This is an optimization exercise on Yosys and OpenROAD, whose aim is small area and a short achievable clock period, not a production implementation.
Where RTL was checked, it was by simulation tests only, not by an equivalence proof against the original.
The RTL of run 8 was laid out without a check of its function.
In every run shown here, the design's own scripts or RTL, not TritonCTS, make the clock network.
The clock input has no modelled driver; a real chip could not lean on it and would need a root buffer or a full tree.
Power is estimated from default activity; no workload was simulated.

==> design.v <==
module FIFO(
	input [7:0] DATA_IN,
	input READ, WRITE, CLEAR_N, RESET_N, CLOCK,
	output reg [7:0] DATA_OUT,
	output reg [4:0] USE_DW,
	output reg F_FULL_N, F_EMPTY_N
);
reg [255:0] sr;       
reg [7:0]   pd;       
reg         pv;       
reg [3:0]   lo;       
reg [7:0]   hi;       
reg [31:0]  rd;        
reg [3:0]   rdq;       
reg         rdp;      
wire rst = ~(RESET_N & CLEAR_N);
wire wa = WRITE & (READ ? F_EMPTY_N : F_FULL_N);
wire rr = READ & F_EMPTY_N;
always @(posedge CLOCK) begin
	pd <= DATA_IN;
	pv <= wa & ~rst;
end
always @(posedge CLOCK)
	if (pv)
		sr <= {sr[247:0], pd};
always @(posedge CLOCK)
	if (rst) begin
		lo <= 4'b1000;
		hi <= 8'b10000000;
	end else if (pv & ~rr) begin
		lo <= {lo[2:0], lo[3]};
		if (lo[3])
			hi <= {hi[6:0], hi[7]};
	end else if (~pv & rr) begin
		lo <= {lo[0], lo[3:1]};
		if (lo[0])
			hi <= {hi[0], hi[7:1]};
	end
reg [31:0] oldest;
integer s, q;
always @* begin
	oldest = 32'd0;
	for (s = 0; s < 32; s = s + 1)
		oldest[8*(s/8) +: 8] = oldest[8*(s/8) +: 8] | ({8{lo[s%4] & hi[s/4]}} & sr[8*s +: 8]);
end
always @(posedge CLOCK) begin
	rd <= oldest;
	for (q = 0; q < 4; q = q + 1)
		rdq[q] <= hi[2*q] | hi[2*q+1];
	rdp <= pv & lo[3] & hi[7];
end
reg [7:0] rdsel;
always @* begin
	rdsel = 8'd0;
	for (q = 0; q < 4; q = q + 1)
		rdsel = rdsel | ({8{rdq[q]}} & rd[8*q +: 8]);
end
always @(posedge CLOCK)
	if (~F_EMPTY_N & WRITE & READ)
		DATA_OUT <= DATA_IN;
	else if (rdp)
		DATA_OUT <= sr[7:0];
	else
		DATA_OUT <= rdsel;
wire inc = WRITE & ~READ & F_FULL_N;
wire dec = READ & ~WRITE & F_EMPTY_N;
always @(posedge CLOCK)
	if (rst) begin
		USE_DW    <= 5'd0;
		F_FULL_N  <= 1'b1;
		F_EMPTY_N <= 1'b0;
	end else if (inc) begin
		USE_DW    <= USE_DW + 5'd1;
		F_FULL_N  <= ~(USE_DW == 5'd31);
		F_EMPTY_N <= 1'b1;
	end else if (dec) begin
		USE_DW    <= USE_DW - 5'd1;
		F_FULL_N  <= 1'b1;
		F_EMPTY_N <= ~(USE_DW == 5'd1 && F_FULL_N);
	end
endmodule
==> flow/run.sh <==
#!/bin/bash
# Standard ORFS layout, except that the clock tree is built by manual_cts.tcl:
# a two-level inverter tree (one root inverter, one leaf inverter per cluster
# of flip-flops) in place of TritonCTS's buffer tree.
set -euo pipefail
here=$(cd "$(dirname "$0")" && pwd)
export PRE_CTS_TCL="$here/manual_cts.tcl"
bash standard.sh > standard.log 2>&1
==> flow/manual_cts.tcl <==
# Sourced by ORFS's cts.tcl (PRE_CTS_TCL hook). Replaces clock_tree_synthesis
# with a two-level inverter tree: the clock port drives a few root inverters,
# which drive one leaf inverter per k-means cluster of flip-flops.

proc mcts_outpin {inst} {
  foreach it [$inst getITerms] {
    if {[$it isOutputSignal]} { return $it }
  }
}

# k-means of points (xs, ys) into K clusters of at most capf * n / K points,
# seeded along x. Returns {assign cx cy cnt}.
proc mcts_kmeans {xs ys K capf} {
  set n [llength $xs]
  set order [lsort -real -indices $xs]
  set cx {}
  set cy {}
  for {set k 0} {$k < $K} {incr k} {
    set i [lindex $order [expr {int(($k + 0.5) * $n / $K)}]]
    lappend cx [lindex $xs $i]
    lappend cy [lindex $ys $i]
  }
  set cap [expr {int(ceil($capf * $n / $K))}]
  for {set iter 0} {$iter < 40} {incr iter} {
    set pairs {}
    for {set i 0} {$i < $n} {incr i} {
      for {set k 0} {$k < $K} {incr k} {
        set d [expr {abs([lindex $xs $i] - [lindex $cx $k]) + abs([lindex $ys $i] - [lindex $cy $k])}]
        lappend pairs [list $d $i $k]
      }
    }
    set pairs [lsort -real -index 0 $pairs]
    set assign [lrepeat $n -1]
    set cnt [lrepeat $K 0]
    foreach p $pairs {
      lassign $p d i k
      if {[lindex $assign $i] >= 0} continue
      if {[lindex $cnt $k] >= $cap} continue
      lset assign $i $k
      lset cnt $k [expr {[lindex $cnt $k] + 1}]
    }
    set sx [lrepeat $K 0.0]
    set sy [lrepeat $K 0.0]
    for {set i 0} {$i < $n} {incr i} {
      set k [lindex $assign $i]
      lset sx $k [expr {[lindex $sx $k] + [lindex $xs $i]}]
      lset sy $k [expr {[lindex $sy $k] + [lindex $ys $i]}]
    }
    for {set k 0} {$k < $K} {incr k} {
      if {[lindex $cnt $k] > 0} {
        lset cx $k [expr {[lindex $sx $k] / [lindex $cnt $k]}]
        lset cy $k [expr {[lindex $sy $k] / [lindex $cnt $k]}]
      }
    }
  }
  return [list $assign $cx $cy $cnt]
}

# The clock port drives R root inverters; each drives a group of leaf
# inverters; each leaf inverter drives one cluster of about S flip-flops.
proc mcts_build {S R root_cell leaf_cell} {
  set block [ord::get_db_block]
  set db [ord::get_db]
  set clk_net [$block findNet CLOCK]
  set sinks {}
  set xs {}
  set ys {}
  foreach it [$clk_net getITerms] {
    set inst [$it getInst]
    set bb [$inst getBBox]
    lappend sinks $it
    lappend xs [expr {([$bb xMin] + [$bb xMax]) / 2.0}]
    lappend ys [expr {([$bb yMin] + [$bb yMax]) / 2.0}]
  }
  set n [llength $sinks]
  set K [expr {max($R, int(round(double($n) / $S)))}]
  lassign [mcts_kmeans $xs $ys $K 1.1] assign cx cy cnt
  puts "manual CTS: $n sinks in $K clusters of $cnt"
  lassign [mcts_kmeans $cx $cy $R 1.0] rassign rx ry rcnt
  puts "manual CTS: $R roots driving $rcnt leaves"
  set rootm [$db findMaster $root_cell]
  set leafm [$db findMaster $leaf_cell]
  set rnets {}
  for {set r 0} {$r < $R} {incr r} {
    set root [odb::dbInst_create $block $rootm clkinv_root_$r]
    $root setLocation [expr {int([lindex $rx $r])}] [expr {int([lindex $ry $r])}]
    $root setPlacementStatus PLACED
    set rnet [odb::dbNet_create $block clknet_root_$r]
    $rnet setSigType CLOCK
    [$root findITerm A] connect $clk_net
    [mcts_outpin $root] connect $rnet
    lappend rnets $rnet
  }
  for {set k 0} {$k < $K} {incr k} {
    set b [odb::dbInst_create $block $leafm clkinv_leaf_$k]
    $b setLocation [expr {int([lindex $cx $k])}] [expr {int([lindex $cy $k])}]
    $b setPlacementStatus PLACED
    set net [odb::dbNet_create $block clknet_leaf_$k]
    $net setSigType CLOCK
    [$b findITerm A] connect [lindex $rnets [lindex $rassign $k]]
    [mcts_outpin $b] connect $net
    for {set i 0} {$i < $n} {incr i} {
      if {[lindex $assign $i] == $k} {
        set it [lindex $sinks $i]
        $it disconnect
        $it connect $net
      }
    }
  }
  global_connect
}

set ::mcts_S 20
set ::mcts_R 3
set ::mcts_root sky130_fd_sc_hd__inv_16
set ::mcts_leaf sky130_fd_sc_hd__clkinv_8

# cts.tcl calls repair_clock_inverters and then clock_tree_synthesis after
# this hook; build the tree in place of the latter.
proc clock_tree_synthesis {args} {
  mcts_build $::mcts_S $::mcts_R $::mcts_root $::mcts_leaf
  set_propagated_clock [all_clocks]
}
==> standard.sh <==
#!/bin/bash
# synth_recipe.tcl (not shown) runs the flow's synth.tcl, then flattens the netlist and writes it again
# the make line also repeats each setting of config.mk as NAME=value (left out here)
make -C /OpenROAD-flow-scripts/flow DESIGN_CONFIG=/design/flow/config.mk WORK_HOME=/design/flow/orfs CLKGATE_MAP_FILE= SYNTH_SCRIPT=/design/flow/synth_recipe.tcl "${@:-finish}"
==> config.mk <==
export PLATFORM = sky130hd
export DESIGN_NAME = FIFO
export DESIGN_NICKNAME = FIFO
export VERILOG_FILES = /design/flow/design.v
export SDC_FILE = /design/flow/constraint.sdc
export NUM_CORES = 4
export LEC_CHECK = 0
export CAP_MARGIN = 20
export CORE_MARGIN = 2
export CORE_UTILIZATION = 60
export CTS_BUF_LIST = sky130_fd_sc_hd__clkbuf_8
export CTS_CLUSTER_DIAMETER = 60
export CTS_CLUSTER_SIZE = 18
export SETUP_SLACK_MARGIN = 1.3
export SLEW_MARGIN = 20
==> constraint.sdc <==
create_clock -name core_clock -period 2.5 [get_ports {CLOCK}]
set_input_delay 0.5000 -clock core_clock [delete_from_list [all_inputs] [get_ports {CLOCK}]]
set_output_delay 0.5000 -clock core_clock [all_outputs]
set_load 0.01 [all_outputs]
==> flow_summary.json, run 1 <==
{
  "synth_warnings": 1,
  "grt_pass1_vias": 6926,
  "endpoint_kind": "register",
  "power_mw": 8.608,
  "power.density_nw_per_um2": 596.9,
  "hpwl_um": 13990,
  "grt_pass1_wl_um": 41110,
  "fillerInstances": 1190,
  "seqCellArea_um2": 9213,
  "dpl_cell_area_um2": 12520,
  "path_clk_slew_ns": 0.07,
  "crit_path_start_kind": "primary input",
  "avgViaCountPerCell": 6.705,
  "hp-class": "register to register",
  "routed-via-count": 7201,
  "setup.worst_path.class": "primary input to register",
  "num_rows": 51,
  "synth_edf_count": 256,
  "wl_met1_um": 11560,
  "drc": 0,
  "chipWidth_um": 144.8,
  "critPathMaxFanout": 6,
  "holdPathStages": 0,
  "synth_area_leaders": "edfxtp_1 (65%), dfxtp_1 (12%), a22o_1 (3.8%), a22oi_1 (3.8%), a222oi_1 (2.1%)",
  "rrSetupSlack_ns": 1.03,
  "syn2layout_area_growth_pct": 21.23,
  "worst_slew_pin_slew_ns": 0.6591,
  "rsz0062_at_grt": "true",
  "min_to": "sr[5]",
  "min_from": "pd[5]",
  "die-area_um2": 20970,
  "drv_cap": 0,
  "multiInputGateArea_um2": 2865,
  "die_y_um": 144.8,
  "avgRoutedWirePerCell_um": 26.44,
  "grt_overflow_total": 0,
  "dr_wl_met2_um": 13780,
  "syn_area_um2": 11900,
  "numPortBuffers": 27,
  "synth_seq_area_share_pct": 76.90,
  "fin_setup_tns_ns": 0,
  "gp_congestion": 0.8042,
  "maxSlewViolCount": 0,
  "dr.pass1.iters": 7,
  "fin_nets": 829,
  "synth_cell_types": 48,
  "wl_met3_um": 2292,
  "r2r_end": "lo[3]",
  "final_area_um2": 14420,
  "synth_top_area_share_pct": 64.62,
  "synth_flop_cell": "edfxtp_1",
  "finalSetupViolCount": 0,
  "worst_clock_skew_ns": 0.02473,
  "synthCells": 718,
  "critPathRequiredTime_ns": 2.52,
  "grt_max_degree": 69,
  "slew_headroom_pct": 56.00,
  "cellLeakagePower_nw": 4.832,
  "fmax_ghz": 0.6556,
  "peakVddDrop_uv": 439.7,
  "hold_violations": 0,
  "holdBufCountCts": 0,
  "drive_gt1_share_pct": 29.83,
  "fin_crit_ns": 1.525,
  "synth_top_area_cell": "edfxtp_1",
  "async_flop_share_pct": 0,
  "clkLatencyLatePin_ns": 0.14,
  "min_period_over_period_pct": 61.01,
  "fin_util_pct": 74.10,
  "worstPathArrival_ns": 1.54,
  "io-pin-count": 28,
  "ant_nets": 0,
  "core_um2": 19460,
  "initial_core_util_pct": 61.13,
  "r2r-start": "F_EMPTY_N",
  "maxUsedRoutingLayer": "met4",
  "postSynthAreaPerCell_um2": 16.57,
  "wirelength_um": 28400,
  "ff2ff_path_depth": 6,
  "syn_nets": 737,
  "drtIter0Drc": 841,
  "ys_seq_elements": 329,
  "status": "finished clean",
  "grt_util_all_layers_pct": 26.17,
  "antenna_found_initial": 1
}
## routing by layer
layer  GRT usage (%)  vias to the layer above
met1           36.51                     3700
met2           43.59                      335
met5               0                        -
met3           4.541                       49
met4           5.979                        0
li1                -                     3117
## sequential cells by signal, indices dropped and copies added, names as in the netlist
register / count
sr: 256
USE_DW: 5
rdp: 1
rdq: 4
DATA_OUT: 8
rd: 32
pv: 1
lo: 4
F_EMPTY_N: 1
hi: 8
pd: 8
F_FULL_N: 1
## cell type report
class	count	area share, %
inverter	34	2.741
multi-input combinational	321	19.87
sequential	329	63.88
antenna	1	0.01735
timing repair buffer	124	11.20
tap	265	2.299
## where the power goes
| part | switching, mW | leakage, nW | internal [mW] |
|---|---|---|---|
| registers | 0.0796 | 2.94 | 5.95 |
| clock network | 1.78 | 0.140 | 0.358 |
| logic | 0.229 | 1.76 | 0.204 |
## stage by stage
step | instances | hold slack [ns] | setup WS, ns
3_5_place_dp | 976 | 0.3887 | 0.1890
2_1_floorplan | 718 | 0.3855 | -0.8933
6_report | 1074 | 0.4057 | 0.9747
3_3_place_gp | 976 | 0.3874 | 0.2536
4_1_cts | 1055 | 0.4066 | 0.9997
5_1_grt | 1074 | 0.4157 | 0.9448
## critical path, stage by stage
cell and delay [ns]:
buf_8 0.11, nand2_8 0.07, ha_4 0.14, buf_6 0.14, mux2_4 0.31, mux2i_2 0.18
nand2_1 0.10
## worst max-delay path by stage
stage	start	end	slack (ns)
2_1_floorplan	pv	hi[6]	-0.89
3_3_place_gp	READ	hi[6]	0.25
3_5_place_dp	READ	hi[6]	0.19
4_1_cts	READ	hi[1]	1.0
5_1_grt	READ	hi[1]	0.94
6_report	READ	lo[3]	0.97
## synthesized netlist by cell type (4+ instances only)
| master | instances |
|---|---|
| o2bb2ai_1 | 8 |
| o21ai_0 | 10 |
| nand2_1 | 32 |
| dfxtp_1 | 73 |
| o211ai_1 | 8 |
| a22oi_1 | 60 |
| a211oi_2 | 7 |
| edfxtp_1 | 256 |
| a22o_1 | 52 |
| ha_1 | 6 |
| a222oi_1 | 25 |
| nor2_1 | 5 |
| buf_2 | 16 |
| nor3_1 | 11 |
| a221oi_1 | 4 |
| inv_1 | 12 |
| mux2i_1 | 13 |
| o22ai_1 | 7 |
| o221ai_1 | 15 |
| and3_1 | 10 |
| nand3_1 | 5 |
| clkbuf_1 | 34 |
## repair_timing
| item | in CTS | in global routing |
|---|---|---|
| buffers inserted | 44 | 11 |
| gates resized for setup | 187 | 69 |
| endpoints found under the setup margin | 322 | 283 |
| cloned | 16 | 7 |
| pin swaps | 51 | 29 |
## cells by family (layout without fill, tap and decap cells)
family | after synthesis | after routing | synth area share, %
DFF | 329 | 329 | 76.90
AOI/OAI and AO/OA | 216 | 216 | 15.03
buffers and inverters | 69 | 158 | 2.472
and+or+nand+nor | 82 | 83 | 3.587
adders and majority gates | 6 | 6 | 0.6310
muxes | 16 | 16 | 1.378
other | 0 | 1 | 0
## cells in the final DEF (no fill, tap or decap), types with 9 or more instances in the layout
cell and instances:
edfxtp_1 256, dfxtp_1 52, a22o_1 52, a22oi_1 41, buf_4 36, nand2_1 28, a222oi_1 25, buf_6 25
a22oi_2 19, clkinv_8 16, buf_16 16, dfxtp_4 15, buf_2 14, o221ai_1 12, buf_12 12, mux2i_1 11
and3_1 10, a211oi_2 9
==> inputs of run 2 (changes only) <==
--- a/config.mk
+++ b/config.mk
@@ -11,5 +11,5 @@
 export CTS_BUF_LIST = sky130_fd_sc_hd__clkbuf_8
 export CTS_CLUSTER_DIAMETER = 60
 export CTS_CLUSTER_SIZE = 18
-export SETUP_SLACK_MARGIN = 1.3
+export SETUP_SLACK_MARGIN = 1.0
 export SLEW_MARGIN = 20
==> flow_summary.json, run 2 <==
{
  "min_to": "sr[2]",
  "power.share.sequential_pct": 71.3,
  "synth_compound_area_share_pct": 15.03,
  "p_clk_share_pct": 25.2,
  "p_int_mw": 6.446,
  "grt_pass1_vias": 6360,
  "slew_headroom_pct": 51.71,
  "reg_top3": "sr x256, rd x32",
  "antenna_found_initial": 0,
  "gp_congestion": 0.7910,
  "ff2ff_path_depth": 6,
  "async_flop_share_pct": 0,
  "critPathMaxFanout": 9,
  "crit_path_start_kind": "primary input",
  "hold_violations": 0,
  "cellLeakagePower_nw": 4.296,
  "routed-via-count": 6559,
  "power.density_nw_per_um2": 654.3,
  "swShare_pct": 23.89,
  "path_cells": "buf_12 > nand2_4 > inv_2 > buf_4 > buf_4 > buf_4 > buf_4 > buf_4 > nand2_1 > a21oi_1",
  "status": "finished clean",
  "core_um2": 19460,
  "synth_top_area_cell": "edfxtp_1",
  "synth_top_family_by_area": "compound AO/OA/AOI/OAI gates",
  "p_switching_mw": 2.024,
  "holdPathStages": 0,
  "drv_cap": 0,
  "fmax_ghz": 0.6814,
  "setup.worst_path.class": "primary input to register",
  "r2r_end": "hi[1]",
  "ant_nets": 0,
  "final_common_cell": "edfxtp_1",
  "ys_seq_elements": 329,
  "grt_overflow_total": 0,
  "die_y_um": 144.8,
  "grt_max_degree": 141,
  "pre_cts_slack_ns": -0.02885,
  "hp-class": "register to register",
  "peakVddDrop_uv": 452.8,
  "hpwl_um": 13930,
  "initial_core_util_pct": 61.13,
  "wirelength_um": 23240,
  "synth_cell_types": 48,
  "worst_clock_skew_ns": 0.02778,
  "fin_nets": 757,
  "fin_crit_ns": 1.468,
  "cpPeakStageDelay_ns": 0.13,
  "synth_seq_area_share_pct": 76.90,
  "synthAdderAreaFrac_pct": 0.6310,
  "chipWidth_um": 144.8,
  "path_clk_slew_ns": 0.06,
  "rrSetupSlack_ns": 1.07,
  "pwr-share-comb_pct": 3.4,
  "critPathRequiredTime_ns": 2.50,
  "die-area_um2": 20970,
  "min_period_over_period_pct": 58.70,
  "diodes": 0,
  "num_rows": 51,
  "layout_common_cells": "edfxtp_1 (256), a22oi_1 (60), dfxtp_1 (59)",
  "synthCells": 718,
  "worstPathArrival_ns": 1.47,
  "rsz0062_at_grt": "true",
  "path_buf_inv": 7,
  "numPortBuffers": 27,
  "drc": 0,
  "holdBufCountCts": 0,
  "finalSetupViolCount": 0,
  "placed_cells": 973,
  "largest_reg_flops": 256,
  "top_register": "sr",
  "synth_warnings": 1,
  "instances_no_fill": 1001,
  "synth_edf_count": 256,
  "io-pin-count": 28,
  "yosys.area_share.simple_pct": 3.586,
  "drtIter0Drc": 843,
  "grt_pass1_wl_um": 36090,
  "maxSlewViolCount": 0,
  "synth_xor_area_share_pct": 0,
  "setup_ws_ns": 1.032,
  "synth_top_area_share_pct": 64.62,
  "avgViaCountPerCell": 6.552,
  "power_mw": 8.470,
  "grt_util_all_layers_pct": 22.05,
  "synth_flop_cell": "edfxtp_1",
  "r2r-start": "F_EMPTY_N",
  "min_from": "pd[2]",
  "postSynthAreaPerCell_um2": 16.57,
  "avgRoutedWirePerCell_um": 23.22,
  "cp_slowest_cell": "buf_4",
  "synthMuxAreaShare_pct": 1.378,
  "syn_nets": 737,
  "clkLatencyLatePin_ns": 0.15,
  "critPathTopFamily": "buffers and inverters",
  "drive_gt1_share_pct": 11.55,
  "syn_area_um2": 11900,
  "synthTopCellsByCount": "edfxtp_1 (256), dfxtp_1 (73), a22oi_1 (60), a22o_1 (52), clkbuf_1 (34)",
  "endpoint_kind": "register",
  "dr.pass1.iters": 5,
  "worst_path_most_repeated_cell": "buf_4",
  "worst_slew_pin_slew_ns": 0.7244,
  "synthMostInstantiatedCell": "edfxtp_1",
  "synth_area_leaders": "edfxtp_1 (65%), dfxtp_1 (12%), a22o_1 (3.8%), a22oi_1 (3.8%), a222oi_1 (2.1%)",
  "syn2layout_area_growth_pct": 8.813
}
[run 2: worst max path at each step]
| stage | startpoint | end | slack [ns] | cells past startpoint |
|---|---|---|---|---|
| floorplan | pv | hi[2] | -0.89 | 6 |
| global placement | READ | hi[6] | 0.07 | 6 |
| detailed placement | READ | hi[6] | -0.03 | 6 |
| CTS | WRITE | USE_DW[4] | 0.89 | 4 |
| global route | RESET_N | USE_DW[0] | 0.96 | 3 |
| finish | READ | pv | 1.03 | 10 |
[run 2: what timing repair did]
| action | 4_1_cts | 5_1_grt |
|---|---|---|
| setup endpoints to repair | 62 | 33 |
| gates resized for setup | 42 | 14 |
| pin swaps | 3 | 3 |
| setup buffers | 5 | 4 |
[run 2: cell type report]
type | instances | area (um2)
sequential | 329 | 9176
multi-input combinational | 320 | 2516
tap | 265 | 331.6
timing repair buffer | 53 | 544.3
inverter | 34 | 376.6
fill | 1383 | 6518
[run 2: logic make-up (layout without fill, tap and decap cells)]
kind of cell	count (synthesis)	in the layout
multiplexers	16	16
AND/OR/NAND/NOR	82	82
adder cells (fa/ha/maj)	6	6
AO/OA/AOI/OAI	216	216
buffers and inverters	69	87
flip-flops	329	329
[run 2: through the flow]
| step | hold WS, ns | util, % | TNS (ns) | cell area, um2 |
|---|---|---|---|---|
| 6_report | 0.4038 | 66.51 | 0 | 12940 |
| 5_1_grt | 0.4155 | 66.51 | 0 | 12940 |
| 4_1_cts | 0.4055 | 66.18 | 0 | 12880 |
| 3_5_place_dp | 0.3896 | 64.01 | -0.03972 | 12460 |
| 3_3_place_gp | 0.3869 | 64.01 | 0 | 12460 |
| 2_1_floorplan | 0.3855 | - | -9.418 | 11900 |
[run 2: layer usage]
metal | track usage (%) | share of wire [%] | vias to the layer above
li1 | - | - | 2954
met1 | 33.73 | 45 | 3354
met2 | 35.92 | 48 | 225
met3 | 1.547 | 5.7 | 26
met4 | 3.679 | 1.7 | 0
met5 | 0 | 0 | -
[run 2: power by group through the flow]
| stage | Clock, mW | Sequential [mW] | Combinational [mW] |
|---|---|---|---|
| floorplan | 0 | 6.17 | 0.144 |
| CTS | 2.20 | 6.04 | 0.294 |
| global route | 2.41 | 6.05 | 0.320 |
| finish | 2.14 | 6.04 | 0.292 |
| global placement | 0 | 6.16 | 0.279 |
| detailed placement | 0 | 6.16 | 0.285 |
==> inputs of run 3 (changes only) <==
--- a/flow/run.sh
+++ b/flow/run.sh
@@ -5,4 +5,5 @@
 set -euo pipefail
 here=$(cd "$(dirname "$0")" && pwd)
 export PRE_CTS_TCL="$here/manual_cts.tcl"
+export BUFFER_PORTS_ARGS="-buffer_cell sky130_fd_sc_hd__buf_2"
 bash standard.sh > standard.log 2>&1
==> flow_summary.json, run 3 <==
{
  "drv_cap": 0,
  "grt_overflow_total": 0,
  "dpl_cell_area_um2": 12280,
  "reg_top3": "sr x256, rd x32",
  "synth_edf_count": 256,
  "path_clk_slew_ns": 0.08,
  "placed_cells": 971,
  "syn2layout_area_growth_pct": 7.741,
  "power_mw": 8.448,
  "grt_pass1_vias": 6346,
  "crit_path_start_kind": "primary input",
  "fmax_ghz": 0.6452,
  "fin_crit_ns": 1.550,
  "synthTopCellsByCount": "edfxtp_1 (256), dfxtp_1 (73), a22oi_1 (60), a22o_1 (52), clkbuf_1 (34)",
  "fin_hold_ws_ns": 0.4062,
  "grt_util_all_layers_pct": 22.19,
  "die_y_um": 144.8,
  "async_flop_share_pct": 0,
  "finalSetupViolCount": 0,
  "yosys.area_share.simple_pct": 3.586,
  "pre_cts_slack_ns": 0.3305,
  "status": "finished clean",
  "r2r_end": "hi[4]",
  "min_from": "pd[7]",
  "final_common_cell": "edfxtp_1",
  "io-pin-count": 28,
  "die-area_um2": 20970,
  "numPortBuffers": 27,
  "avgViaCountPerCell": 6.534,
  "syn_area_um2": 11900,
  "clkLatencyLatePin_ns": 0.15,
  "path_cells": "buf_8 > nand2_8 > inv_4 > ha_4 > and3b_2 > or2_4 > a211oi_2",
  "final_area_um2": 12820,
  "worst_slew_pin_slew_ns": 0.6596,
  "synth_top_area_cell": "edfxtp_1",
  "peakVddDrop_uv": 569.5,
  "synthMostInstantiatedCell": "edfxtp_1",
  "initial_core_util_pct": 61.13,
  "synth_cell_types": 48,
  "min_period_over_period_pct": 61.99,
  "critPathRequiredTime_ns": 2.54,
  "synth_warnings": 1,
  "setup_ws_ns": 0.9502,
  "top_register": "sr",
  "min_to": "sr[7]",
  "path_buf_inv": 2,
  "fin_util_pct": 65.86,
  "cpPeakStageDelay_ns": 0.30,
  "drtIter0Drc": 679,
  "hp-class": "register to register",
  "core_um2": 19460,
  "setup.worst_path.class": "primary input to register",
  "fin_setup_tns_ns": 0,
  "ys_seq_elements": 329,
  "instances_no_fill": 1002,
  "ant_nets": 0,
  "synth_area_leaders": "edfxtp_1 (65%), dfxtp_1 (12%), a22o_1 (3.8%), a22oi_1 (3.8%), a222oi_1 (2.1%)",
  "power.density_nw_per_um2": 659.1,
  "synth_xor_area_share_pct": 0,
  "hpwl_um": 13880,
  "cellLeakagePower_nw": 4.203,
  "rsz0062_at_grt": "true",
  "num_rows": 51,
  "ff2ff_path_depth": 6,
  "avgRoutedWirePerCell_um": 23.53,
  "worstPathArrival_ns": 1.59,
  "routed-via-count": 6547,
  "wirelength_um": 23580,
  "holdPathStages": 0,
  "grt_max_degree": 106,
  "fin_nets": 758,
  "drive_gt1_share_pct": 14.65,
  "postSynthAreaPerCell_um2": 16.57,
  "hold_violations": 0,
  "cp_slowest_cell": "or2_4",
  "slew_headroom_pct": 55.97,
  "largest_reg_flops": 256,
  "critPathMaxFanout": 7,
  "antenna_found_initial": 0,
  "maxSlewViolCount": 0,
  "synthCells": 718,
  "synth_seq_area_share_pct": 76.90,
  "synth_top_area_share_pct": 64.62,
  "fillerInstances": 1394,
  "layout_common_cells": "edfxtp_1 (256), dfxtp_1 (62), a22oi_1 (60)",
  "grt_pass1_wl_um": 35910,
  "synth_top_family_by_area": "compound AO/OA/AOI/OAI gates",
  "chipWidth_um": 144.8,
  "r2r-start": "F_EMPTY_N",
  "endpoint_kind": "register",
  "synthMuxAreaShare_pct": 1.378,
  "dr.pass1.iters": 5,
  "synth_flop_cell": "edfxtp_1",
  "diodes": 0,
  "synthAdderAreaFrac_pct": 0.6310,
  "critPathTopFamily": "simple AND/OR/NAND/NOR gates",
  "rrSetupSlack_ns": 1.00,
  "syn_nets": 737,
  "synth_compound_area_share_pct": 15.03,
  "gp_congestion": 0.7859,
  "worst_clock_skew_ns": 0.03332,
  "drc": 0
}
## run 3: cells by family after synthesis
| family | after synthesis |
|---|---|
| simple gates | 82 |
| fa+ha+maj | 6 |
| buf+inv | 69 |
| mux | 16 |
| compound gates | 216 |
| flops | 329 |
## run 3: final cells by class
class / count / area, um2 / share of cell area [%]
Multi-Input combinational cell: 320 / 2520 / 19.66
Timing Repair Buffer: 54 / 416.7 / 3.251
Sequential cell: 329 / 9170 / 71.54
Tap cell: 265 / 331.6 / 2.587
Inverter: 34 / 379.1 / 2.958
## run 3: worst max-delay path by stage
stage	start	endpoint	slack, ns	depth (start not counted)
floorplan	pv	hi[2]	-0.89	6
global placement	READ	hi[6]	0.44	6
detailed placement	READ	hi[4]	0.33	6
CTS	READ	hi[4]	0.91	7
global route	READ	hi[4]	0.91	7
finish	READ	hi[4]	0.95	7
## run 3: repair_timing
action,4_1_cts,5_1_grt
hold buffers,0,0
hold endpoints to repair,0,0
cloned,1,0
setup buffers,10,1
pin swaps,4,9
setup endpoints to repair,254,60
resized for setup,19,13
## run 3: metal layers
| metal | up-vias | part of all wire, % | routed length (um) | global-route usage [%] |
|---|---|---|---|---|
| li1 | 2952 | - | - | - |
| met1 | 3326 | 44 | 10460 | 33.17 |
| met2 | 230 | 48 | 11280 | 35.80 |
| met3 | 39 | 5.9 | 1399 | 2.238 |
| met4 | 0 | 1.9 | 442 | 5.110 |
| met5 | - | 0 | 0 | 0 |
## run 3: where the power goes
| group | switching (mW) | total (mW) | internal [mW] | leakage [nW] |
|---|---|---|---|---|
| sequential | 0.0746 | 6.04 | 5.96 | 2.93 |
| combinational | 0.172 | 0.278 | 0.106 | 1.13 |
| clock | 1.77 | 2.13 | 0.357 | 0.140 |
| total | 2.02 | 8.45 | 6.43 | 4.20 |
==> inputs of run 4 (changes only) <==
--- a/flow/run.sh
+++ b/flow/run.sh
@@ -5,5 +5,6 @@
 set -euo pipefail
 here=$(cd "$(dirname "$0")" && pwd)
 export PRE_CTS_TCL="$here/manual_cts.tcl"
+export PRE_RESIZE_TCL="$here/max_fanout.tcl"
 export BUFFER_PORTS_ARGS="-buffer_cell sky130_fd_sc_hd__buf_2"
 bash standard.sh > standard.log 2>&1
==> flow/max_fanout.tcl (new file) <==
# Sourced by ORFS's resize.tcl (PRE_RESIZE_TCL hook) before repair_design:
# a fanout limit makes repair_design build buffer trees for the wide nets
# (the shift enable of the storage, the read selects).
set_max_fanout 20 [current_design]
==> flow_summary.json, run 4 <==
{
  "status": "finished clean",
  "multiInputGateArea_um2": 2546,
  "grt_overflow_total": 0,
  "p_clk_share_pct": 25.3,
  "synth_area_leaders": "edfxtp_1 (65%), dfxtp_1 (12%), a22o_1 (3.8%), a22oi_1 (3.8%), a222oi_1 (2.1%)",
  "drv_cap": 0,
  "critPathRequiredTime_ns": 2.54,
  "rsz0062_at_grt": "true",
  "seqCellArea_um2": 9168,
  "instances_no_fill": 1020,
  "cellLeakagePower_nw": 4.307,
  "p_int_mw": 6.439,
  "setup.worst_path.class": "primary input to register",
  "worstPathArrival_ns": 1.58,
  "clkLatencyLatePin_ns": 0.15,
  "die-area_um2": 20970,
  "p_switching_mw": 2.044,
  "crit_path_start_kind": "primary input",
  "diodes": 0,
  "peakVddDrop_uv": 476.4,
  "top_register": "sr",
  "critPathMaxFanout": 7,
  "initial_core_util_pct": 61.13,
  "num_rows": 51,
  "fillerInstances": 1383,
  "gp_congestion": 0.7859,
  "io-pin-count": 28,
  "ant_nets": 0,
  "endpoint_kind": "register",
  "power.density_nw_per_um2": 652.6,
  "syn_area_um2": 11900,
  "synth_cell_types": 48,
  "grt_pass1_wl_um": 37580,
  "hold_violations": 0,
  "syn_nets": 737,
  "synth_top_area_share_pct": 64.62,
  "postSynthAreaPerCell_um2": 16.57,
  "maxSlewViolCount": 0,
  "die_y_um": 144.8,
  "syn2layout_area_growth_pct": 9.266,
  "fin_nets": 776,
  "avgViaCountPerCell": 6.560,
  "hp-class": "register to register",
  "power.share.sequential_pct": 71.2,
  "core_um2": 19460,
  "synthMostInstantiatedCell": "edfxtp_1",
  "grt_pass1_vias": 6527,
  "async_flop_share_pct": 0,
  "final_common_cell": "edfxtp_1",
  "synth_edf_count": 256,
  "drive_gt1_share_pct": 16.95,
  "holdBufCountCts": 0,
  "grt_max_degree": 24,
  "synthTopCellsByCount": "edfxtp_1 (256), dfxtp_1 (73), a22oi_1 (60), a22o_1 (52), clkbuf_1 (34)",
  "ys_seq_elements": 329,
  "largest_reg_flops": 256,
  "placed_cells": 995,
  "synth_seq_area_share_pct": 76.90,
  "routed-via-count": 6691,
  "synthCells": 718,
  "fin_hold_ws_ns": 0.4082,
  "grt_util_all_layers_pct": 23.39,
  "worst_slew_pin_slew_ns": 0.6739,
  "synth_warnings": 1,
  "pwr-share-comb_pct": 3.5,
  "path_clk_slew_ns": 0.08,
  "min_period_over_period_pct": 61.34,
  "slew_headroom_pct": 55.01,
  "finalSetupViolCount": 0,
  "reg_top3": "sr x256, rd x32",
  "fmax_ghz": 0.6521,
  "fin_util_pct": 66.79,
  "numPortBuffers": 27,
  "rrSetupSlack_ns": 1.01,
  "worst_clock_skew_ns": 0.01776,
  "synth_flop_cell": "edfxtp_1",
  "chipWidth_um": 144.8,
  "avgRoutedWirePerCell_um": 24.09,
  "dr.pass1.iters": 7,
  "synth_top_area_cell": "edfxtp_1",
  "swShare_pct": 24.10,
  "layout_common_cells": "edfxtp_1 (256), dfxtp_1 (64), a22oi_1 (60)",
  "fin_crit_ns": 1.533,
  "pre_cts_slack_ns": -1.123,
  "setup_ws_ns": 0.9665,
  "drc": 0,
  "hpwl_um": 15820,
  "drtIter0Drc": 564,
  "antenna_found_initial": 0,
  "wirelength_um": 24570
}
run 4: worst max-delay path, cell delays in order:
cell and delay, ns:
buf_8 0.11, nand2_8 0.08, inv_6 0.04, ha_4 0.14
and3b_2 0.22, or2_4 0.29, a211oi_2 0.21
run 4: path summary, 6_finish.rpt:
path | from | to | cells after the start
setup reg to reg | pv | hi[4] | 5
setup / recovery | READ | hi[4] | 7
hold reg to reg | pd[6] | sr[6] | 0
hold / removal | pd[6] | sr[6] | 0
run 4: per-stage QoR:
stage	TNS [ns]	power, mW	cell area, um2
3_5_place_dp	-118.37	6.445	12520
6_report	0	8.483	13000
3_3_place_gp	0	6.411	12280
5_1_grt	0	8.788	13000
4_1_cts	0	8.557	12900
2_1_floorplan	-9.418	6.312	11900
run 4: kinds of logic (layout without fill, tap and decap cells):
logic type	Yosys count	count (layout)	synth area share, %
AO/OA/AOI/OAI	216	216	15.03
AND/OR/NAND/NOR	82	82	3.587
flip-flops	329	329	76.90
multiplexers	16	16	1.378
adder cells (fa/ha/maj)	6	6	0.6310
buffers and inverters	69	106	2.472
run 4: layer usage:
| layer | vias to the layer above | share of wire (%) | track usage [%] |
|---|---|---|---|
| met3 | 30 | 6.6 | 3.027 |
| met1 | 3411 | 43 | 33.74 |
| met5 | - | 0 | 0 |
| met2 | 256 | 49 | 38.70 |
| li1 | 2994 | - | - |
| met4 | 0 | 1.9 | 5.008 |
run 4: cell type report:
| class | instances | area share, % |
|---|---|---|
| inverters | 34 | 2.936 |
| flip-flops and latches | 329 | 70.53 |
| repair buffers | 72 | 4.399 |
| multi-input cells | 320 | 19.59 |
| well taps | 265 | 2.551 |
run 4: power groups by stage:
stage / logic, mW / clock network (mW) / registers, mW
CTS: 0.289 / 2.23 / 6.04
floorplan: 0.144 / 0 / 6.17
global route: 0.322 / 2.41 / 6.05
finish: 0.295 / 2.15 / 6.04
detailed placement: 0.281 / 0 / 6.16
global placement: 0.251 / 0 / 6.16
run 4: timing repair:
item                       CTS  global route
pin swaps                    4             8
setup endpoints to repair  293            50
setup buffers                7             2
gates resized for setup    144            20
==> inputs of run 5 (changes only) <==
--- a/design.v
+++ b/design.v
@@ -8,12 +8,12 @@
 reg [255:0] sr;       
 reg [7:0]   pd;       
 reg         pv;       
-reg [3:0]   lo;       
-reg [7:0]   hi;       
+reg [31:0]  sel;      
 reg [31:0]  rd;        
 reg [3:0]   rdq;       
 reg         rdp;      
-wire rst = ~(RESET_N & CLEAR_N);
+wire rst_n = RESET_N & CLEAR_N;
+wire rst   = ~rst_n;
 wire wa = WRITE & (READ ? F_EMPTY_N : F_FULL_N);
 wire rr = READ & F_EMPTY_N;
 always @(posedge CLOCK) begin
@@ -23,31 +23,22 @@
 always @(posedge CLOCK)
 	if (pv)
 		sr <= {sr[247:0], pd};
+wire [31:0] sel_r1 = ({32{pv}} & sel) | ({32{~pv}} & {sel[0], sel[31:1]});    
+wire [31:0] sel_r0 = ({32{pv}} & {sel[30:0], sel[31]}) | ({32{~pv}} & sel);   
 always @(posedge CLOCK)
-	if (rst) begin
-		lo <= 4'b1000;
-		hi <= 8'b10000000;
-	end else if (pv & ~rr) begin
-		lo <= {lo[2:0], lo[3]};
-		if (lo[3])
-			hi <= {hi[6:0], hi[7]};
-	end else if (~pv & rr) begin
-		lo <= {lo[0], lo[3:1]};
-		if (lo[0])
-			hi <= {hi[0], hi[7:1]};
-	end
+	sel <= ({32{rst_n}} & (({32{rr}} & sel_r1) | ({32{~rr}} & sel_r0))) | {rst, 31'd0};
 reg [31:0] oldest;
 integer s, q;
 always @* begin
 	oldest = 32'd0;
 	for (s = 0; s < 32; s = s + 1)
-		oldest[8*(s/8) +: 8] = oldest[8*(s/8) +: 8] | ({8{lo[s%4] & hi[s/4]}} & sr[8*s +: 8]);
+		oldest[8*(s/8) +: 8] = oldest[8*(s/8) +: 8] | ({8{sel[s]}} & sr[8*s +: 8]);
 end
 always @(posedge CLOCK) begin
 	rd <= oldest;
 	for (q = 0; q < 4; q = q + 1)
-		rdq[q] <= hi[2*q] | hi[2*q+1];
-	rdp <= pv & lo[3] & hi[7];
+		rdq[q] <= |sel[8*q +: 8];
+	rdp <= pv & sel[31];
 end
 reg [7:0] rdsel;
 always @* begin
==> flow_summary.json, run 5 <==
{
  "slew_headroom_pct": 55.94,
  "initial_core_util_pct": 60.90,
  "worst_clock_skew_ns": 0.01342,
  "endpoint_kind": "register",
  "synth_top_area_cell": "edfxtp_1",
  "peakVddDrop_uv": 496.0,
  "crit_path_start_kind": "primary input",
  "fmax_ghz": 0.6849,
  "clkLatencyLatePin_ns": 0.14,
  "worstPathArrival_ns": 1.51,
  "wirelength_um": 25830,
  "syn_nets": 796,
  "syn2layout_area_growth_pct": 7.161,
  "grt_pass1_wl_um": 40250,
  "largest_reg_flops": 256,
  "synthTopCellsByCount": "edfxtp_1 (256), a22oi_1 (175), dfxtp_1 (93), nand2_1 (48), buf_2 (37)",
  "setup_ws_ns": 1.040,
  "critPathMaxFanout": 13,
  "hpwl_um": 16580,
  "synthCells": 779,
  "drc": 0,
  "pre_cts_slack_ns": -2.666,
  "min_from": "pd[0]",
  "hp-class": "register to register",
  "dr.pass1.iters": 5,
  "p_int_mw": 6.716,
  "worst_slew_pin_slew_ns": 0.6600,
  "synth_warnings": 1,
  "ys_seq_elements": 349,
  "num_rows": 52,
  "die-area_um2": 21630,
  "top_register": "sr",
  "antenna_found_initial": 0,
  "routed-via-count": 6966,
  "rrSetupSlack_ns": 1.05,
  "chipWidth_um": 147.1,
  "reg_top3": "sr x256, rd x32, sel x32",
  "gp_congestion": 0.8460,
  "grt_util_all_layers_pct": 23.76,
  "r2r_end": "sr[67]",
  "hold_violations": 0,
  "setup.worst_path.class": "primary input to register",
  "seqCellArea_um2": 9562,
  "grt_max_degree": 24,
  "power.density_nw_per_um2": 667.1,
  "p_clk_share_pct": 25.5,
  "holdPathStages": 0,
  "async_flop_share_pct": 0,
  "instances_no_fill": 1068,
  "die_y_um": 147.1,
  "min_period_over_period_pct": 58.40,
  "synth_area_leaders": "edfxtp_1 (63%), dfxtp_1 (15%), a22oi_1 (11%), nand4_1 (1.7%), buf_2 (1.5%)",
  "io-pin-count": 28,
  "synthMostInstantiatedCell": "edfxtp_1",
  "drv_cap": 0,
  "postSynthAreaPerCell_um2": 15.77,
  "layout_common_cells": "edfxtp_1 (256), a22oi_1 (171), dfxtp_1 (89)",
  "syn_area_um2": 12280,
  "avgViaCountPerCell": 6.522,
  "core_um2": 20170,
  "min_to": "sr[0]",
  "cellLeakagePower_nw": 4.102,
  "ant_nets": 0,
  "r2r-start": "pv",
  "status": "finished clean",
  "rsz0062_at_grt": "true",
  "fillerInstances": 1407,
  "fin_util_pct": 65.26,
  "finalSetupViolCount": 0,
  "critPathRequiredTime_ns": 2.55,
  "drtIter0Drc": 875,
  "final_common_cell": "edfxtp_1",
  "fin_setup_tns_ns": 0,
  "synth_edf_count": 256,
  "fin_hold_ws_ns": 0.4073,
  "synth_top_area_share_pct": 62.59,
  "synth_flop_cell": "edfxtp_1",
  "avgRoutedWirePerCell_um": 24.19,
  "fin_nets": 816,
  "maxSlewViolCount": 0,
  "synth_seq_area_share_pct": 77.74,
  "power.share.sequential_pct": 72.1,
  "placed_cells": 1046,
  "path_clk_slew_ns": 0.07,
  "grt_overflow_total": 0,
  "ff2ff_path_depth": 4,
  "multiInputGateArea_um2": 2439,
  "fin_crit_ns": 1.460,
  "synth_cell_types": 38,
  "grt_pass1_vias": 6890,
  "drive_gt1_share_pct": 11.92,
  "pwr-share-comb_pct": 2.4,
  "numPortBuffers": 27,
  "p_switching_mw": 2.064,
  "swShare_pct": 23.51
}
-- run 5: changes by cell type in the layout (fill, tap and decap cells not counted), moves of 13 or more --
| cell | change |
|---|---|
| o221ai_1 | -15 |
| a22oi_1 | +111 |
| buf_4 | -19 |
| a21oi_1 | +30 |
| nand4_1 | +33 |
| a222oi_1 | -25 |
| a22o_1 | -52 |
| dfxtp_1 | +25 |
| mux2i_1 | -13 |
| nand2_1 | +14 |
-- run 5: logic make-up (layout without fill, tap and decap cells) --
group | Yosys count | after routing | share of synthesized area (%)
flip-flops | 349 | 349 | 77.74
AO/OA/AOI/OAI | 238 | 238 | 13.59
AND/OR/NAND/NOR | 124 | 124 | 5.409
buffers and inverters | 61 | 79 | 2.638
adder cells (fa/ha/maj) | 4 | 4 | 0.4075
XOR/XNOR | 3 | 3 | 0.2140
other | 0 | 1 | 0
-- run 5: worst max-delay path by stage --
| stage | start | end | depth (start not counted) |
|---|---|---|---|
| final | READ | sel[31] | 6 |
| after detailed placement | pv | sr[9] | 5 |
| after global placement | READ | sel[31] | 5 |
| after CTS | pv | sr[111] | 4 |
| after floorplan | pv | sel[1] | 4 |
| after global routing | pv | sr[89] | 2 |
-- run 5: power by group through the flow --
stage / Sequential [mW] / Combinational, mW / Clock (mW)
final: 6.33 / 0.208 / 2.24
after detailed placement: 6.47 / 0.200 / 0
after CTS: 6.34 / 0.204 / 2.32
after global routing: 6.35 / 0.227 / 2.51
after floorplan: 6.48 / 0.0903 / 0
after global placement: 6.46 / 0.175 / 0
-- run 5: metal layers --
metal,global-route usage [%],wire length (um),up-vias
met5,0,0,-
li1,-,-,3126
met3,2.143,1525,50
met2,36.82,11930,256
met4,7.260,901,0
met1,36.57,11480,3534
-- run 5: area by class of cell --
class	count	share of cell area (%)
diodes	1	0.01901
inverters	26	2.728
multi-input cells	369	18.53
flip-flops and latches	349	72.64
well taps	270	2.567
repair buffers	53	3.517
-- run 5: critical path, stage by stage --
cell,delay (ns)
buf_6,0.13
and3b_2,0.25
buf_6,0.13
buf_8,0.13
nor2b_1,0.13
o31ai_1,0.23
-- run 5: metrics by stage --
step / power (mW) / area, um2
detailed placement: 6.668 / 12750
finish: 8.781 / 13160
CTS: 8.856 / 13110
floorplan: 6.570 / 12330
global route: 9.083 / 13160
global placement: 6.638 / 12560
-- run 5: timing repair --
action / 4_1_cts / 5_1_grt
endpoints found under the hold margin: 0 / 0
buffers inserted: 2 / 0
pin swaps: 2 / 1
resized for setup: 109 / 15
endpoints found under the setup margin: 287 / 69
hold buffers: 0 / 0
==> inputs of run 6 (changes only) <==
--- a/config.mk
+++ b/config.mk
@@ -11,5 +11,5 @@
 export CTS_BUF_LIST = sky130_fd_sc_hd__clkbuf_8
 export CTS_CLUSTER_DIAMETER = 60
 export CTS_CLUSTER_SIZE = 18
-export SETUP_SLACK_MARGIN = 1.0
+export SETUP_SLACK_MARGIN = 1.1
 export SLEW_MARGIN = 20
==> flow_summary.json, run 6 <==
{
  "final_area_um2": 13450,
  "routed-via-count": 7030,
  "fin_nets": 833,
  "fin_hold_ws_ns": 0.4077,
  "synth_warnings": 1,
  "grt_max_degree": 24,
  "initial_core_util_pct": 60.90,
  "ys_seq_elements": 349,
  "ant_nets": 0,
  "die_y_um": 147.1,
  "seqCellArea_um2": 9567,
  "final_common_cell": "edfxtp_1",
  "avgViaCountPerCell": 6.485,
  "synth_top_family_by_area": "compound AO/OA/AOI/OAI gates",
  "grt_util_all_layers_pct": 23.82,
  "largest_reg_flops": 256,
  "top_register": "sr",
  "min_period_over_period_pct": 56.31,
  "reg_top3": "sr x256, rd x32, sel x32",
  "synth_cell_types": 38,
  "critPathMaxFanout": 8,
  "chipWidth_um": 147.1,
  "synth_area_leaders": "edfxtp_1 (63%), dfxtp_1 (15%), a22oi_1 (11%), nand4_1 (1.7%), buf_2 (1.5%)",
  "rsz0062_at_grt": "true",
  "syn_area_um2": 12280,
  "swShare_pct": 23.58,
  "p_clk_share_pct": 25.5,
  "clkLatencyLatePin_ns": 0.14,
  "synthTopCellsByCount": "edfxtp_1 (256), a22oi_1 (175), dfxtp_1 (93), nand2_1 (48), buf_2 (37)",
  "synth_edf_count": 256,
  "worstPathArrival_ns": 1.43,
  "worst_slew_pin_slew_ns": 0.6895,
  "core_um2": 20170,
  "yosys.area_share.simple_pct": 5.409,
  "hold_violations": 0,
  "finalSetupViolCount": 0,
  "postSynthAreaPerCell_um2": 15.77,
  "syn2layout_area_growth_pct": 9.493,
  "fmax_ghz": 0.7104,
  "grt_overflow_total": 0,
  "num_rows": 52,
  "setup_ws_ns": 1.092,
  "drive_gt1_share_pct": 14.86,
  "fin_setup_tns_ns": 0,
  "slew_headroom_pct": 53.97,
  "multiInputGateArea_um2": 2466,
  "diodes": 0,
  "crit_path_start_kind": "primary input",
  "pre_cts_slack_ns": -2.666,
  "grt_pass1_vias": 6895,
  "dpl_cell_area_um2": 12750,
  "drc": 0,
  "drtIter0Drc": 993,
  "gp_congestion": 0.8460,
  "synthMostInstantiatedCell": "edfxtp_1",
  "grt_pass1_wl_um": 40350,
  "synth_xor_area_share_pct": 0.2139,
  "synthAdderAreaFrac_pct": 0.4075,
  "maxSlewViolCount": 0,
  "synth_compound_area_share_pct": 13.59,
  "status": "finished clean",
  "cellLeakagePower_nw": 4.246,
  "p_int_mw": 6.742,
  "dr.pass1.iters": 5,
  "drv_cap": 0,
  "pwr-share-comb_pct": 2.8,
  "avgRoutedWirePerCell_um": 24.34,
  "endpoint_kind": "register",
  "p_switching_mw": 2.080,
  "hpwl_um": 16580,
  "hp-class": "register to register",
  "worst_clock_skew_ns": 0.01333,
  "synthCells": 779,
  "setup.worst_path.class": "primary input to register",
  "syn_nets": 796,
  "synth_seq_area_share_pct": 77.74,
  "synth_top_area_share_pct": 62.59,
  "io-pin-count": 28,
  "peakVddDrop_uv": 497.2,
  "wirelength_um": 26390,
  "power.density_nw_per_um2": 656.0,
  "antenna_found_initial": 0,
  "async_flop_share_pct": 0,
  "fin_crit_ns": 1.408,
  "critPathRequiredTime_ns": 2.52,
  "die-area_um2": 21630,
  "fillerInstances": 1377,
  "power.share.sequential_pct": 71.8,
  "synthMuxAreaShare_pct": 0,
  "layout_common_cells": "edfxtp_1 (256), a22oi_1 (169), dfxtp_1 (87)",
  "synth_top_area_cell": "edfxtp_1",
  "numPortBuffers": 27,
  "synth_flop_cell": "edfxtp_1",
  "path_clk_slew_ns": 0.08
}
[run 6: cell type report]
cell class | count | area share, %
inverters | 26 | 2.670
multi-input cells | 369 | 18.34
flip-flops and latches | 349 | 71.13
well taps | 270 | 2.512
repair buffers | 70 | 5.349
[run 6: kinds of logic (layout without fill, tap and decap cells)]
kind of cell,Yosys count,count (layout)
and+or+nand+nor,124,124
AOI/OAI and AO/OA,238,238
buffers and inverters,61,96
DFF,349,349
adders and majority gates,4,4
xor gates and xnor gates,3,3
[run 6: power groups by stage]
stage | Clock [mW] | Sequential (mW) | Combinational, mW
final | 2.25 | 6.33 | 0.243
after detailed placement | 0 | 6.47 | 0.200
after floorplan | 0 | 6.48 | 0.0903
after global placement | 0 | 6.46 | 0.175
after CTS | 2.32 | 6.33 | 0.216
after global routing | 2.51 | 6.34 | 0.264
[run 6: routing by layer]
layer | GRT usage, % | vias to the layer above | wire length (um)
li1 | - | 3150 | -
met3 | 2.391 | 53 | 1681
met2 | 36.87 | 274 | 12150
met4 | 7.356 | 0 | 906
met1 | 36.49 | 3553 | 11650
met5 | 0 | - | 0
[run 6: final timing paths]
check | startpoint | depth (start not counted) | to | slack, ns
max | READ | 6 | sel[25] | 1.09
min | pd[0] | 0 | sr[0] | 0.41
max reg2reg | USE_DW[0] | 6 | F_FULL_N | 1.13
min reg2reg | pd[0] | 0 | sr[0] | 0.41
[run 6: worst max-delay path: stages]
cell     delay (ns)
buf_12         0.11
and3b_2        0.24
buf_6          0.15
buf_8          0.12
a22oi_1        0.21
a21oi_2        0.09
[run 6: metrics by stage]
stage	utilization (%)	cells	power (mW)
CTS	65.51	1069	8.867
global placement	62.25	1027	6.638
floorplan	-	779	6.570
finish	66.68	1084	8.823
global route	66.68	1084	9.118
detailed placement	63.19	1046	6.668
[run 6: repair_timing]
action	4_1_cts	5_1_grt
buffers inserted	2	12
hold buffers	0	0
cloned	1	3
resized for setup	150	17
pin swaps	2	0
setup endpoints to repair	292	71
==> inputs of run 7 (changes only) <==
--- a/flow/manual_cts.tcl
+++ b/flow/manual_cts.tcl
@@ -111,7 +111,7 @@
 }
 
 set ::mcts_S 20
-set ::mcts_R 3
+set ::mcts_R 2
 set ::mcts_root sky130_fd_sc_hd__inv_16
 set ::mcts_leaf sky130_fd_sc_hd__clkinv_8
 
==> flow_summary.json, run 7 <==
{
  "endpoint_kind": "register",
  "syn_nets": 796,
  "maxSlewViolCount": 0,
  "wirelength_um": 26110,
  "fmax_ghz": 0.6946,
  "synth_seq_area_share_pct": 77.74,
  "r2r_end": "sel[26]",
  "placed_cells": 1046,
  "drive_gt1_share_pct": 14.04,
  "critPathRequiredTime_ns": 2.54,
  "async_flop_share_pct": 0,
  "ff2ff_path_depth": 5,
  "cp-endpoint": "sel[18]",
  "synth_flop_cell": "edfxtp_1",
  "slew_headroom_pct": 55.17,
  "synth_warnings": 1,
  "critPathMaxFanout": 13,
  "multiInputGateArea_um2": 2476,
  "reg_top3": "sr x256, rd x32, sel x32",
  "syn_area_um2": 12280,
  "drc": 0,
  "avgRoutedWirePerCell_um": 24.29,
  "rrSetupSlack_ns": 1.13,
  "worst_clock_skew_ns": 0.02417,
  "grt_max_degree": 24,
  "synthCells": 779,
  "worst_slew_pin_slew_ns": 0.6715,
  "synthMostInstantiatedCell": "edfxtp_1",
  "final_area_um2": 13310,
  "clkLatencyLatePin_ns": 0.18,
  "power.density_nw_per_um2": 659.1,
  "fin_crit_ns": 1.440,
  "finalSetupViolCount": 0,
  "synth_top_area_share_pct": 62.59,
  "hold_violations": 0,
  "numPortBuffers": 27,
  "drtIter0Drc": 898,
  "core_um2": 20170,
  "die-area_um2": 21630,
  "chipWidth_um": 147.1,
  "dpl_cell_area_um2": 12750,
  "gp_congestion": 0.8460,
  "top_register": "sr",
  "num_rows": 52,
  "diodes": 0,
  "antenna_found_initial": 0,
  "seqCellArea_um2": 9567,
  "postSynthAreaPerCell_um2": 15.77,
  "hp-class": "register to register",
  "initial_core_util_pct": 60.90,
  "synth_cell_types": 38,
  "syn2layout_area_growth_pct": 8.373,
  "r2r-start": "F_EMPTY_N",
  "io-pin-count": 28,
  "final_common_cell": "edfxtp_1",
  "path_clk_slew_ns": 0.08,
  "largest_reg_flops": 256,
  "crit_path_start_kind": "primary input",
  "rsz0062_at_grt": "true",
  "worstPathArrival_ns": 1.48,
  "setup.worst_path.class": "primary input to register",
  "fin_nets": 824,
  "die_y_um": 147.1,
  "grt_pass1_wl_um": 40250,
  "crit_start": "READ",
  "hpwl_um": 16580,
  "fin_hold_ws_ns": 0.4085,
  "peakVddDrop_uv": 675.2,
  "cellLeakagePower_nw": 4.178,
  "dr.pass1.iters": 5,
  "synthTopCellsByCount": "edfxtp_1 (256), a22oi_1 (175), dfxtp_1 (93), nand2_1 (48), buf_2 (37)",
  "synth_top_area_cell": "edfxtp_1",
  "avgViaCountPerCell": 6.489,
  "layout_common_cells": "edfxtp_1 (256), a22oi_1 (166), dfxtp_1 (87)",
  "instances_no_fill": 1075,
  "grt_util_all_layers_pct": 23.75,
  "grt_pass1_vias": 6909,
  "drv_cap": 0,
  "ys_seq_elements": 349,
  "synth_edf_count": 256,
  "synth_area_leaders": "edfxtp_1 (63%), dfxtp_1 (15%), a22oi_1 (11%), nand4_1 (1.7%), buf_2 (1.5%)",
  "ant_nets": 0,
  "grt_overflow_total": 0,
  "routed-via-count": 6976,
  "status": "finished clean",
  "min_period_over_period_pct": 57.59,
  "fillerInstances": 1388
}
-- run 7: cell type report --
cell class	instances	share of cell area, %
Sequential cell	349	71.87
Multi-Input combinational cell	369	18.60
Timing Repair Buffer	62	4.446
Inverter	25	2.547
Tap cell	270	2.538
-- run 7: cells by family after synthesis --
group	synth area share, %
AOI/OAI and AO/OA	13.59
buffers and inverters	2.638
DFF	77.74
adders and majority gates	0.4075
xor gates and xnor gates	0.2140
and+or+nand+nor	5.409
-- run 7: per-layer routing --
layer  wire, um  up-vias  global-route usage [%]
met5          0        -                       0
met4        915        0                   7.692
met3       1528       55                   1.925
met2      12140      271                   36.57
met1      11530     3515                   36.73
li1           -     3135                       -
-- run 7: power breakdown --
part           total [mW]  switching [mW]  internal (mW)
clock network        2.21            1.89          0.327
logic               0.226           0.139         0.0872
registers            6.33          0.0632           6.27
-- run 7: worst min path at each step --
stage               startpoint  endpoint  slack (ns)  cells after the start
floorplan                pd[0]     sr[0]        0.39                      0
global placement         pd[5]     sr[5]        0.39                      0
detailed placement       pd[0]     sr[0]        0.39                      0
CTS                      pd[0]     sr[0]        0.41                      0
global route             pd[4]     sr[4]        0.42                      0
finish                   pd[0]     sr[0]        0.41                      0
-- run 7: critical path, cell delays in order --
cell and delay (ns):
buf_6 0.13, and3b_2 0.26, buf_6 0.14, buf_8 0.13
a22oi_1 0.21, a21oi_2 0.09
-- run 7: per-stage QoR --
stage	worst slack (ns)	TNS (ns)	utilization [%]	total power, mW
3_5_place_dp	-2.666	-181.63	63.19	6.668
2_1_floorplan	-0.4972	-15.52	-	6.570
5_1_grt	1.024	0	66.00	9.059
4_1_cts	1.067	0	65.19	8.825
3_3_place_gp	0.6022	0	62.25	6.638
6_report	1.060	0	66.00	8.773
-- run 7: repair_timing --
item	in CTS	in global routing
gates resized for setup	140	23
gates cloned	1	1
pin swaps	2	2
setup buffers	1	7
endpoints found under the setup margin	290	111
hold buffers	0	0
==> inputs of run 8 (changes only) <==
--- a/design.v
+++ b/design.v
@@ -53,6 +53,8 @@
 		DATA_OUT <= sr[7:0];
 	else
 		DATA_OUT <= rdsel;
+wire n31 = pv ? sel[29] : sel[30];
+wire n1  = pv ? sel[31] : sel[0];
 wire inc = WRITE & ~READ & F_FULL_N;
 wire dec = READ & ~WRITE & F_EMPTY_N;
 always @(posedge CLOCK)
@@ -62,11 +64,11 @@
 		F_EMPTY_N <= 1'b0;
 	end else if (inc) begin
 		USE_DW    <= USE_DW + 5'd1;
-		F_FULL_N  <= ~(USE_DW == 5'd31);
+		F_FULL_N  <= ~n31;
 		F_EMPTY_N <= 1'b1;
 	end else if (dec) begin
 		USE_DW    <= USE_DW - 5'd1;
 		F_FULL_N  <= 1'b1;
-		F_EMPTY_N <= ~(USE_DW == 5'd1 && F_FULL_N);
+		F_EMPTY_N <= ~n1;
 	end
 endmodule
--- a/flow/manual_cts.tcl
+++ b/flow/manual_cts.tcl
@@ -111,7 +111,7 @@
 }
 
 set ::mcts_S 20
-set ::mcts_R 2
+set ::mcts_R 3
 set ::mcts_root sky130_fd_sc_hd__inv_16
 set ::mcts_leaf sky130_fd_sc_hd__clkinv_8
 
==> flow_summary.json, run 8 <==
{
  "antenna_found_initial": 2,
  "routed-via-count": 7214,
  "ant_nets": 0,
  "setup.worst_path.class": "primary input to register",
  "grt_pass1_wl_um": 41060,
  "syn_area_um2": 12340,
  "io-pin-count": 28,
  "min_period_over_period_pct": 69.06,
  "async_flop_share_pct": 0,
  "crit_path_start_kind": "primary input",
  "hp-class": "register to register",
  "synthMuxAreaShare_pct": 0.08109,
  "reg_top3": "sr x256, rd x32, sel x32",
  "synthTopCellsByCount": "edfxtp_1 (256), a22oi_1 (175), dfxtp_1 (93), nand2_1 (45), a21oi_1 (42)",
  "synthAdderAreaFrac_pct": 0.4662,
  "diodes": 0,
  "synth_top_family_by_area": "compound AO/OA/AOI/OAI gates",
  "instances_no_fill": 1095,
  "fin_nets": 844,
  "yosys.area_share.simple_pct": 5.291,
  "drv_cap": 0,
  "hold_violations": 0,
  "final_common_cell": "edfxtp_1",
  "drive_gt1_share_pct": 21.94,
  "layout_common_cells": "edfxtp_1 (256), a22oi_1 (159), dfxtp_1 (88)",
  "maxSlewViolCount": 0,
  "fin_setup_tns_ns": 0,
  "cellLeakagePower_nw": 4.437,
  "largest_reg_flops": 256,
  "critPathRequiredTime_ns": 2.50,
  "num_rows": 52,
  "critPathMaxFanout": 4,
  "power_mw": 8.930,
  "rsz0062_at_grt": "true",
  "synth_cell_types": 40,
  "avgRoutedWirePerCell_um": 25.19,
  "peakVddDrop_uv": 472.4,
  "worst_clock_skew_ns": 0.02905,
  "path_clk_slew_ns": 0.06,
  "grt_pass1_vias": 7014,
  "r2r-start": "F_FULL_N",
  "synth_edf_count": 256,
  "chipWidth_um": 147.4,
  "wirelength_um": 27580,
  "core_um2": 20230,
  "top_register": "sr",
  "worst_slew_pin_slew_ns": 0.6588,
  "hpwl_um": 16850,
  "postSynthAreaPerCell_um2": 16.01,
  "drtIter0Drc": 749,
  "synth_warnings": 1,
  "initial_core_util_pct": 61.01,
  "ys_seq_elements": 349,
  "worstPathArrival_ns": 1.73,
  "syn2layout_area_growth_pct": 13.34,
  "grt_overflow_total": 0,
  "drc": 0,
  "synth_compound_area_share_pct": 13.45,
  "min_from": "pd[6]",
  "placed_cells": 1040,
  "endpoint_kind": "register",
  "synth_top_area_cell": "edfxtp_1",
  "syn_nets": 788,
  "synthCells": 771,
  "synth_area_leaders": "edfxtp_1 (62%), dfxtp_1 (15%), a22oi_1 (11%), buf_4 (1.9%), a21oi_1 (1.7%)",
  "clkLatencyLatePin_ns": 0.15,
  "dr.pass1.iters": 5,
  "die-area_um2": 21740,
  "synth_flop_cell": "edfxtp_1",
  "fin_crit_ns": 1.726,
  "gp_congestion": 0.7617,
  "synth_xor_area_share_pct": 0.2129,
  "die_y_um": 147.4,
  "finalSetupViolCount": 0,
  "synthMostInstantiatedCell": "edfxtp_1",
  "grt_util_all_layers_pct": 24.19,
  "synth_seq_area_share_pct": 77.36,
  "status": "finished clean",
  "numPortBuffers": 27,
  "power.density_nw_per_um2": 638.2,
  "avgViaCountPerCell": 6.588,
  "grt_max_degree": 24,
  "crit_start": "READ",
  "synth_top_area_share_pct": 62.27,
  "slew_headroom_pct": 56.02,
  "fmax_ghz": 0.5792,
  "holdBufCountCts": 0
}
==> run 8: worst max-delay path, cell delays in order <==
cell      delay (ns)
buf_12          0.10
nand3b_4        0.18
fa_2            0.37
a21o_1          0.18
a21oi_2         0.18
a21oi_1         0.06
nand3b_1        0.16
==> run 8: report_power, final <==
group / switching [mW] / internal [mW]
registers: 0.0622 / 6.27
clock network: 1.89 / 0.373
logic: 0.180 / 0.158
total: 2.13 / 6.80
==> run 8: cell type report <==
type | instances | area (um2)
Tap cell | 270 | 337.8
Fill cell | 1341 | 6243
Timing Repair Buffer | 87 | 1076
Multi-Input combinational cell | 368 | 2679
Sequential cell | 349 | 9558
Inverter | 21 | 340.3
==> run 8: through the flow <==
step	hold WS, ns	worst slack [ns]	utilization (%)	cell area (um2)
finish	0.4051	0.7736	69.14	13990
global route	0.4208	0.7399	69.14	13990
CTS	0.4081	0.7812	66.75	13510
detailed placement	0.3903	-2.069	62.99	12740
global placement	0.3867	0.5646	62.10	12560
floorplan	0.3855	-0.5216	-	12410
==> run 8: final timing paths <==
path              cells past startpoint  slack, ns         to
setup / recovery                      7       0.77  USE_DW[4]
hold reg to reg                       0       0.41      sr[6]
hold / removal                        0       0.41      sr[6]
setup reg to reg                      6       0.88  USE_DW[4]
==> run 8: logic make-up (layout without fill, tap and decap cells) <==
logic type | count (synthesis) | after routing
AOI/OAI and AO/OA | 237 | 237
DFF | 349 | 349
muxes | 1 | 1
buffers and inverters | 54 | 108
xor gates and xnor gates | 3 | 3
adders and majority gates | 4 | 4
and+or+nand+nor | 123 | 123
==> run 8: routing by layer <==
layer	GRT usage, %	part of all wire, %	up-vias
met2	38.50	49	306
met3	3.210	6.8	35
met1	36.44	42	3689
met4	5.529	2.3	0
met5	0	0	-
li1	-	-	3184
==> run 8: what timing repair did <==
item / 4_1_cts / 5_1_grt
buffers inserted: 12 / 12
gates cloned: 5 / 6
pin swaps: 18 / 28
resized for setup: 148 / 64
endpoints found under the hold margin: 0 / 0
setup endpoints to repair: 301 / 86

[re-timing with driven ports]
No port has a modelled driver above. Below, the same layouts with a new extraction and two added sets of constraints.
Step 1 (the two cells are an assumption about what drives the block):
set clk [get_ports {CLOCK}]
set_driving_cell -lib_cell sky130_fd_sc_hd__clkbuf_16 $clk
set_driving_cell -lib_cell sky130_fd_sc_hd__buf_2 [delete_from_list [all_inputs] $clk]
Step 2 adds t to the input delays and takes it off the output delays; t is the mean of the earliest and latest rising clock arrival at the registers after step 1. Input paths then give back, and output paths get back, about the clock's delay inside the block.
Three values: ideal, step 1, step 2; two values: the first two.
| run | t (ns) | setup slack, ns | clock arrival spread, ns | worst data-port slew with drivers (ns) | pins driven straight from the clock port |
|---|---|---|---|---|---|
| run 1 | 0.299 | 0.975 / 1.034 / 0.800 | 0.025 / 0.026 | 0.05 | 3 |
| run 2 | 0.297 | 1.032 / 0.991 / 0.848 | 0.028 / 0.028 | 0.06 | 3 |
| run 3 | 0.300 | 0.950 / 0.996 / 0.770 | 0.033 / 0.033 | 0.06 | 3 |
| run 4 | 0.294 | 0.967 / 1.012 / 0.791 | 0.017 / 0.018 | 0.05 | 3 |
| run 5 | 0.303 | 1.040 / 0.982 / 0.870 | 0.015 / 0.015 | 0.04 | 3 |
| run 6 | 0.301 | 1.092 / 1.004 / 0.902 | 0.015 / 0.015 | 0.07 | 3 |
| run 7 | 0.287 | 1.060 / 1.016 / 0.863 | 0.029 / 0.029 | 0.04 | 2 |
| run 8 | 0.299 | 0.774 / 0.876 / 0.577 | 0.030 / 0.030 | 0.08 | 3 |
After both steps setup and hold are still met in every run listed.
